This is an optimization exercise on Yosys and OpenROAD, whose aim is small area, a short achievable clock period and few clock cycles per item, not a production implementation. Only simulation tests tie the RTL to the original design; equivalence was not proved.

==> ember <==
// Sha3512
module Sha3512(
	input  wire         inClk,
	input  wire         inInit,
	input  wire         inDataWr,
	input  wire [575:0] inData,
	output wire [575:0] outData,
	output wire         outBusy
);
reg  [1599:0] regState;
reg           regBusy;
reg  [4:0]    regRound;
reg  [63:0]   rc;
wire [1599:0] roundOut;
always @(*) begin
	case (regRound)
		5'd0:  rc = 64'h0000000000000001;  5'd1:  rc = 64'h0000000000008082;
		5'd2:  rc = 64'h800000000000808A;  5'd3:  rc = 64'h8000000080008000;
		5'd4:  rc = 64'h000000000000808B;  5'd5:  rc = 64'h0000000080000001;
		5'd6:  rc = 64'h8000000080008081;  5'd7:  rc = 64'h8000000000008009;
		5'd8:  rc = 64'h000000000000008A;  5'd9:  rc = 64'h0000000000000088;
		5'd10: rc = 64'h0000000080008009;  5'd11: rc = 64'h000000008000000A;
		5'd12: rc = 64'h000000008000808B;  5'd13: rc = 64'h800000000000008B;
		5'd14: rc = 64'h8000000000008089;  5'd15: rc = 64'h8000000000008003;
		5'd16: rc = 64'h8000000000008002;  5'd17: rc = 64'h8000000000000080;
		5'd18: rc = 64'h000000000000800A;  5'd19: rc = 64'h800000008000000A;
		5'd20: rc = 64'h8000000080008081;  5'd21: rc = 64'h8000000000008080;
		5'd22: rc = 64'h0000000080000001;  default: rc = 64'h8000000080008008;
	endcase
end
keccakP keccakp (.inData(regState), .inRc(rc), .outData(roundOut));
always @(posedge inClk) begin
	if (inInit) begin
		regState <= 1600'b0;
		regBusy  <= 1'b0;
		regRound <= 5'd0;
	end else if (regBusy) begin
  ...
==> module keccakP, before the edit <==
module keccakP (
	input  wire [1599:0] inData,
	input  wire [63:0]   inRc,
	output wire [1599:0] outData
);
function integer rhoOff(input integer i);
	case (i)
		0: rhoOff = 0;   1: rhoOff = 1;   2: rhoOff = 62;  3: rhoOff = 28;  4: rhoOff = 27;
		5: rhoOff = 36;  6: rhoOff = 44;  7: rhoOff = 6;   8: rhoOff = 55;  9: rhoOff = 20;
		10: rhoOff = 3;  11: rhoOff = 10; 12: rhoOff = 43; 13: rhoOff = 25; 14: rhoOff = 39;
		15: rhoOff = 41; 16: rhoOff = 45; 17: rhoOff = 15; 18: rhoOff = 21; 19: rhoOff = 8;
		20: rhoOff = 18; 21: rhoOff = 2;  22: rhoOff = 61; 23: rhoOff = 56; default: rhoOff = 14;
	endcase
endfunction
wire [63:0] c [0:4];
wire [63:0] d [0:4];
wire [63:0] b [0:24];
genvar x, y;
generate
	for (x = 0; x < 5; x = x + 1) begin : gc
		assign c[x] = inData[64*x +: 64] ^ inData[64*(x+5) +: 64] ^ inData[64*(x+10) +: 64]
		            ^ inData[64*(x+15) +: 64] ^ inData[64*(x+20) +: 64];
	end
	for (x = 0; x < 5; x = x + 1) begin : gd
		assign d[x] = c[(x+4)%5] ^ {c[(x+1)%5][62:0], c[(x+1)%5][63]};
	end
	for (y = 0; y < 5; y = y + 1) begin : gby
		for (x = 0; x < 5; x = x + 1) begin : gbx
			wire [63:0] t = inData[64*(x+5*y) +: 64] ^ d[x];
			if (rhoOff(x+5*y) == 0)
				assign b[y + 5*((2*x+3*y)%5)] = t;
			else
				assign b[y + 5*((2*x+3*y)%5)] = {t[63-rhoOff(x+5*y):0], t[63:64-rhoOff(x+5*y)]};
		end
	end
	for (y = 0; y < 5; y = y + 1) begin : gcy
		for (x = 0; x < 5; x = x + 1) begin : gcx
			if (x == 0 && y == 0)
				assign outData[0 +: 64] = b[0] ^ (~b[1] & b[2]) ^ inRc;
			else
				assign outData[64*(x+5*y) +: 64] = b[x+5*y] ^ (~b[(x+1)%5+5*y] & b[(x+2)%5+5*y]);
		end
	end
endgenerate
endmodule
==> module Sha3512, before the edit <==
module Sha3512(
	input  wire         inClk,
	input  wire         inInit,
	input  wire         inDataWr,
	input  wire [575:0] inData,
	output wire [575:0] outData,
	output wire         outBusy
);
reg  [1599:0] regState;
reg           regBusy;
reg  [4:0]    regRound;
reg  [63:0]   rc;
wire [1599:0] roundOut;
always @(*) begin
	case (regRound)
		5'd0:  rc = 64'h0000000000000001;  5'd1:  rc = 64'h0000000000008082;
		5'd2:  rc = 64'h800000000000808A;  5'd3:  rc = 64'h8000000080008000;
		5'd4:  rc = 64'h000000000000808B;  5'd5:  rc = 64'h0000000080000001;
		5'd6:  rc = 64'h8000000080008081;  5'd7:  rc = 64'h8000000000008009;
		5'd8:  rc = 64'h000000000000008A;  5'd9:  rc = 64'h0000000000000088;
		5'd10: rc = 64'h0000000080008009;  5'd11: rc = 64'h000000008000000A;
		5'd12: rc = 64'h000000008000808B;  5'd13: rc = 64'h800000000000008B;
		5'd14: rc = 64'h8000000000008089;  5'd15: rc = 64'h8000000000008003;
		5'd16: rc = 64'h8000000000008002;  5'd17: rc = 64'h8000000000000080;
		5'd18: rc = 64'h000000000000800A;  5'd19: rc = 64'h800000008000000A;
		5'd20: rc = 64'h8000000080008081;  5'd21: rc = 64'h8000000000008080;
		5'd22: rc = 64'h0000000080000001;  default: rc = 64'h8000000080008008;
	endcase
end
keccakP keccakp (.inData(regState), .inRc(rc), .outData(roundOut));
always @(posedge inClk) begin
	if (inInit) begin
		regState <= 1600'b0;
		regBusy  <= 1'b0;
		regRound <= 5'd0;
	end else if (regBusy) begin
		regState <= roundOut;
		regBusy  <= (regRound != 5'd23);
		regRound <= (regRound == 5'd23) ? 5'd0 : regRound + 5'd1;
	end else if (inDataWr) begin
		regState[575:0] <= regState[575:0] ^ inData;
		regBusy <= 1'b1;
	end
end
assign outData = {64'b0, regState[511:0]};
assign outBusy = regBusy;
endmodule
==> flow/config.mk <==
export PLATFORM = sky130hd
export DESIGN_NAME = Sha3512
export DESIGN_NICKNAME = Sha3512
export VERILOG_FILES = /design/flow/design.v
export SDC_FILE = /design/flow/constraint.sdc
export NUM_CORES = 4
export LEC_CHECK = 0
export CAP_MARGIN = 30
export CORE_MARGIN = 2
export CORE_UTILIZATION = 30
export PLACE_DENSITY = 0.5
export SLEW_MARGIN = 30
==> flow/constraint.sdc <==
create_clock -name core_clock -period 5.0 [get_ports {inClk}]
set_input_delay 1.0000 -clock core_clock [delete_from_list [all_inputs] [get_ports {inClk}]]
set_output_delay 1.0000 -clock core_clock [all_outputs]
set_load 0.01 [all_outputs]
run.sh (not shown) runs the stock make flow with config.mk's settings and CLKGATE_MAP_FILE= SYNTH_SCRIPT=/design/flow/synth_recipe.tcl, a recipe that flattens the netlist after the stock synthesis.
==> onyx: changes against ember <==
--- a/flow/design.v
+++ b/flow/design.v
@@ -1,3 +1,17 @@
+module kXor2 (input wire a, input wire b, output wire y);
+	assign y = a ^ b;
+endmodule
+module kXnor2 (input wire a, input wire b, output wire y);
+	assign y = ~(a ^ b);
+endmodule
+module kOrN (input wire a, input wire b, output wire y);
+	assign y = a | ~b;
+endmodule
+module kChi (input wire a, input wire b, input wire c, output wire y);
+	wire t;
+	kOrN u1 (.a(b), .b(c), .y(t));
+	kXnor2 u2 (.a(a), .b(t), .y(y));
+endmodule
 module keccakP (
 	input  wire [1599:0] inData,
 	input  wire [63:0]   inRc,
@@ -12,33 +26,55 @@
 		20: rhoOff = 18; 21: rhoOff = 2;  22: rhoOff = 61; 23: rhoOff = 56; default: rhoOff = 14;
 	endcase
 endfunction
+function isRcBit(input integer z);
+	isRcBit = (z == 0) || (z == 1) || (z == 3) || (z == 7) || (z == 15) || (z == 31) || (z == 63);
+endfunction
 wire [63:0] c [0:4];
 wire [63:0] d [0:4];
 wire [63:0] b [0:24];
-genvar x, y;
+genvar x, y, z;
 generate
 	for (x = 0; x < 5; x = x + 1) begin : gc
-		assign c[x] = inData[64*x +: 64] ^ inData[64*(x+5) +: 64] ^ inData[64*(x+10) +: 64]
-		            ^ inData[64*(x+15) +: 64] ^ inData[64*(x+20) +: 64];
+		for (z = 0; z < 64; z = z + 1) begin : gz
+			wire t1, t2, t3;
+			if (x < 4) begin : gr
+				kXor2 u1 (.a(inData[64*(x+10)+z]), .b(inData[64*(x+15)+z]), .y(t1));
+				kXor2 u2 (.a(t1), .b(inData[64*(x+20)+z]), .y(t2));
+				kXor2 u3 (.a(inData[64*x+z]), .b(inData[64*(x+5)+z]), .y(t3));
+				kXor2 u4 (.a(t2), .b(t3), .y(c[x][z]));
+			end else begin : gl
+				kXor2 u1 (.a(inData[64*(x+5)+z]), .b(inData[64*(x+10)+z]), .y(t1));
+				kXor2 u2 (.a(inData[64*(x+15)+z]), .b(inData[64*(x+20)+z]), .y(t2));
+				kXor2 u3 (.a(t1), .b(t2), .y(t3));
+				kXor2 u4 (.a(t3), .b(inData[64*x+z]), .y(c[x][z]));
+			end
+		end
 	end
 	for (x = 0; x < 5; x = x + 1) begin : gd
-		assign d[x] = c[(x+4)%5] ^ {c[(x+1)%5][62:0], c[(x+1)%5][63]};
+		for (z = 0; z < 64; z = z + 1) begin : gz
+			kXor2 u (.a(c[(x+4)%5][z]), .b(c[(x+1)%5][(z+63)%64]), .y(d[x][z]));
+		end
 	end
 	for (y = 0; y < 5; y = y + 1) begin : gby
 		for (x = 0; x < 5; x = x + 1) begin : gbx
-			wire [63:0] t = inData[64*(x+5*y) +: 64] ^ d[x];
-			if (rhoOff(x+5*y) == 0)
-				assign b[y + 5*((2*x+3*y)%5)] = t;
-			else
-				assign b[y + 5*((2*x+3*y)%5)] = {t[63-rhoOff(x+5*y):0], t[63:64-rhoOff(x+5*y)]};
+			for (z = 0; z < 64; z = z + 1) begin : gz
+				kXor2 u (.a(inData[64*(x+5*y)+z]), .b(d[x][z]),
+				         .y(b[y+5*((2*x+3*y)%5)][(z+rhoOff(x+5*y))%64]));
+			end
 		end
 	end
 	for (y = 0; y < 5; y = y + 1) begin : gcy
 		for (x = 0; x < 5; x = x + 1) begin : gcx
-			if (x == 0 && y == 0)
-				assign outData[0 +: 64] = b[0] ^ (~b[1] & b[2]) ^ inRc;
-			else
-				assign outData[64*(x+5*y) +: 64] = b[x+5*y] ^ (~b[(x+1)%5+5*y] & b[(x+2)%5+5*y]);
+			for (z = 0; z < 64; z = z + 1) begin : gz
+				if (x == 0 && y == 0 && isRcBit(z)) begin : gi
+					wire a;
+					kXor2 ui (.a(b[0][z]), .b(inRc[z]), .y(a));
+					kChi u (.a(a), .b(b[1][z]), .c(b[2][z]), .y(outData[z]));
+				end else begin : gn
+					kChi u (.a(b[x+5*y][z]), .b(b[(x+1)%5+5*y][z]), .c(b[(x+2)%5+5*y][z]),
+					        .y(outData[64*(x+5*y)+z]));
+				end
+			end
 		end
 	end
 endgenerate
@@ -72,21 +108,44 @@
 		5'd22: rc = 64'h0000000080000001;  default: rc = 64'h8000000080008008;
 	endcase
 end
+wire selRound  = ~inInit & regBusy;
+wire selHold   = ~inInit & ~regBusy;
+wire [1599:0] nextState;
+genvar i;
+generate
+	for (i = 0; i < 576; i = i + 1) begin : gabs
+		kNextAbs u (.r(roundOut[i]), .s(regState[i]), .d(inData[i]), .selR(selRound),
+		            .selS(selHold), .wr(inDataWr), .y(nextState[i]));
+	end
+	for (i = 576; i < 1600; i = i + 1) begin : gnext
+		kNext u (.r(roundOut[i]), .s(regState[i]), .selR(selRound), .selS(selHold), .y(nextState[i]));
+	end
+endgenerate
 keccakP keccakp (.inData(regState), .inRc(rc), .outData(roundOut));
 always @(posedge inClk) begin
+	regState <= nextState;
 	if (inInit) begin
-		regState <= 1600'b0;
 		regBusy  <= 1'b0;
 		regRound <= 5'd0;
 	end else if (regBusy) begin
-		regState <= roundOut;
 		regBusy  <= (regRound != 5'd23);
 		regRound <= (regRound == 5'd23) ? 5'd0 : regRound + 5'd1;
 	end else if (inDataWr) begin
-		regState[575:0] <= regState[575:0] ^ inData;
-		regBusy <= 1'b1;
+		regBusy  <= 1'b1;
 	end
 end
 assign outData = {64'b0, regState[511:0]};
 assign outBusy = regBusy;
 endmodule
+module kNextAbs (input wire r, input wire s, input wire d, input wire selR, input wire selS,
+                 input wire wr, output wire y);
+	wire t;
+	kAbsorb u1 (.s(s), .d(d), .en(wr), .y(t));
+	kNext u2 (.r(r), .s(t), .selR(selR), .selS(selS), .y(y));
+endmodule
+module kAbsorb (input wire s, input wire d, input wire en, output wire y);
+	assign y = s ^ (d & en);
+endmodule
+module kNext (input wire r, input wire s, input wire selR, input wire selS, output wire y);
+	assign y = (r & selR) | (s & selS);
+endmodule
==> flow/flow/run.sh (new file) <==
#!/bin/bash
# Standard ORFS layout, except that the port buffers are buf_2 cells rather
# than the delay buffers buffer_ports picks by default.
set -euo pipefail
export BUFFER_PORTS_ARGS="-buffer_cell sky130_fd_sc_hd__buf_2"
bash standard.sh > flow_make.log 2>&1
==> flow/standard.sh (new file) <==
#!/bin/bash
# synth_recipe.tcl (not shown) runs the flow's synth.tcl, then flattens the netlist and writes it again
# the make line also repeats each setting of config.mk as NAME=value (left out here)
make -C /OpenROAD-flow-scripts/flow DESIGN_CONFIG=/design/flow/config.mk WORK_HOME=/design/flow/orfs CLKGATE_MAP_FILE= SYNTH_SCRIPT=/design/flow/synth_recipe.tcl "${@:-finish}"
- CORE_UTILIZATION: 30 -> 50
- PLACE_DENSITY: 0.5 -> 0.65
- SETUP_SLACK_MARGIN: unset -> 2.0
- SYNTH_HIERARCHICAL: unset -> 1
- SYNTH_MINIMUM_KEEP_SIZE: unset -> 0
removed: flow/run.sh
==> reports/qor.tcl <==
set qor(num-clock-buffers) 359
set qor(worstHoldStart) {inInit}
set qor(numCtsBuffers) 233
set qor(worst-path-stages) 7
set qor(grt_first_pass_wirelength_um) 1490000
set qor(finish.cell_count_without_fillers) 21700
set qor(netlist_area_um2) 142000
set qor(outcome) {timing/DRC/antenna clean}
set qor(critPathSlowestCell) {sky130_fd_sc_hd__xnor3_1}
set qor(timing.critical_path.from) {regState[1556]}
set qor(fp.coreArea_um2) 471000
(the above is from ember)
==> reports/qor.tcl <==
set qor(outcome) {timing/DRC/antenna clean}
set qor(num-clock-buffers) 270
set qor(fp.coreArea_um2) 220000
set qor(worst-path-stages) 10
set qor(worstHoldStart) {inData[253]}
set qor(critPathSlowestCell) {sky130_fd_sc_hd__xor2_4}
set qor(grt_first_pass_wirelength_um) 901000
set qor(finish.cell_count_without_fillers) 16700
set qor(netlist_area_um2) 111000
(the above is from onyx)
Testbench counts of ember, summed over its fixed seeds: cycles 12,417, blocks 489.
Testbench counts of onyx, summed over its fixed seeds: cycles 12,417, blocks 489.

separate check: timing with driven ports:
In the flow no input, the clock included, has a driving cell. The finished layouts below were timed again as built, in two steps.
Step 1 sets driving cells, clkbuf_16 on the clock port and buf_2 on the other inputs (assumed; they add their load-dependent delay and slew).
Step 2 adds t to the input delays and takes it off the output delays; t is the mean of the earliest and latest rising clock arrival at the registers after step 1. Input paths then give back, and output paths get back, about the clock's delay inside the block.
Slacks: ideal / step 1 / step 2; pairs: ideal / step 1.
run	t (ns)	setup WS [ns]	latest minus earliest clock arrival (ns)	slew at the worst register clock pin (ns)
ember	1.144	0.505 / 0.505 / 0.505	0.071 / 0.070	0.07 / 0.07
onyx	0.986	1.788 / 1.788 / 1.720	0.042 / 0.042	0.07 / 0.07
After both steps setup and hold are still met in every run listed. For onyx, which loses most, drivers alone change the setup slack by 0.000 ns; drivers and shift together by -0.068 ns.
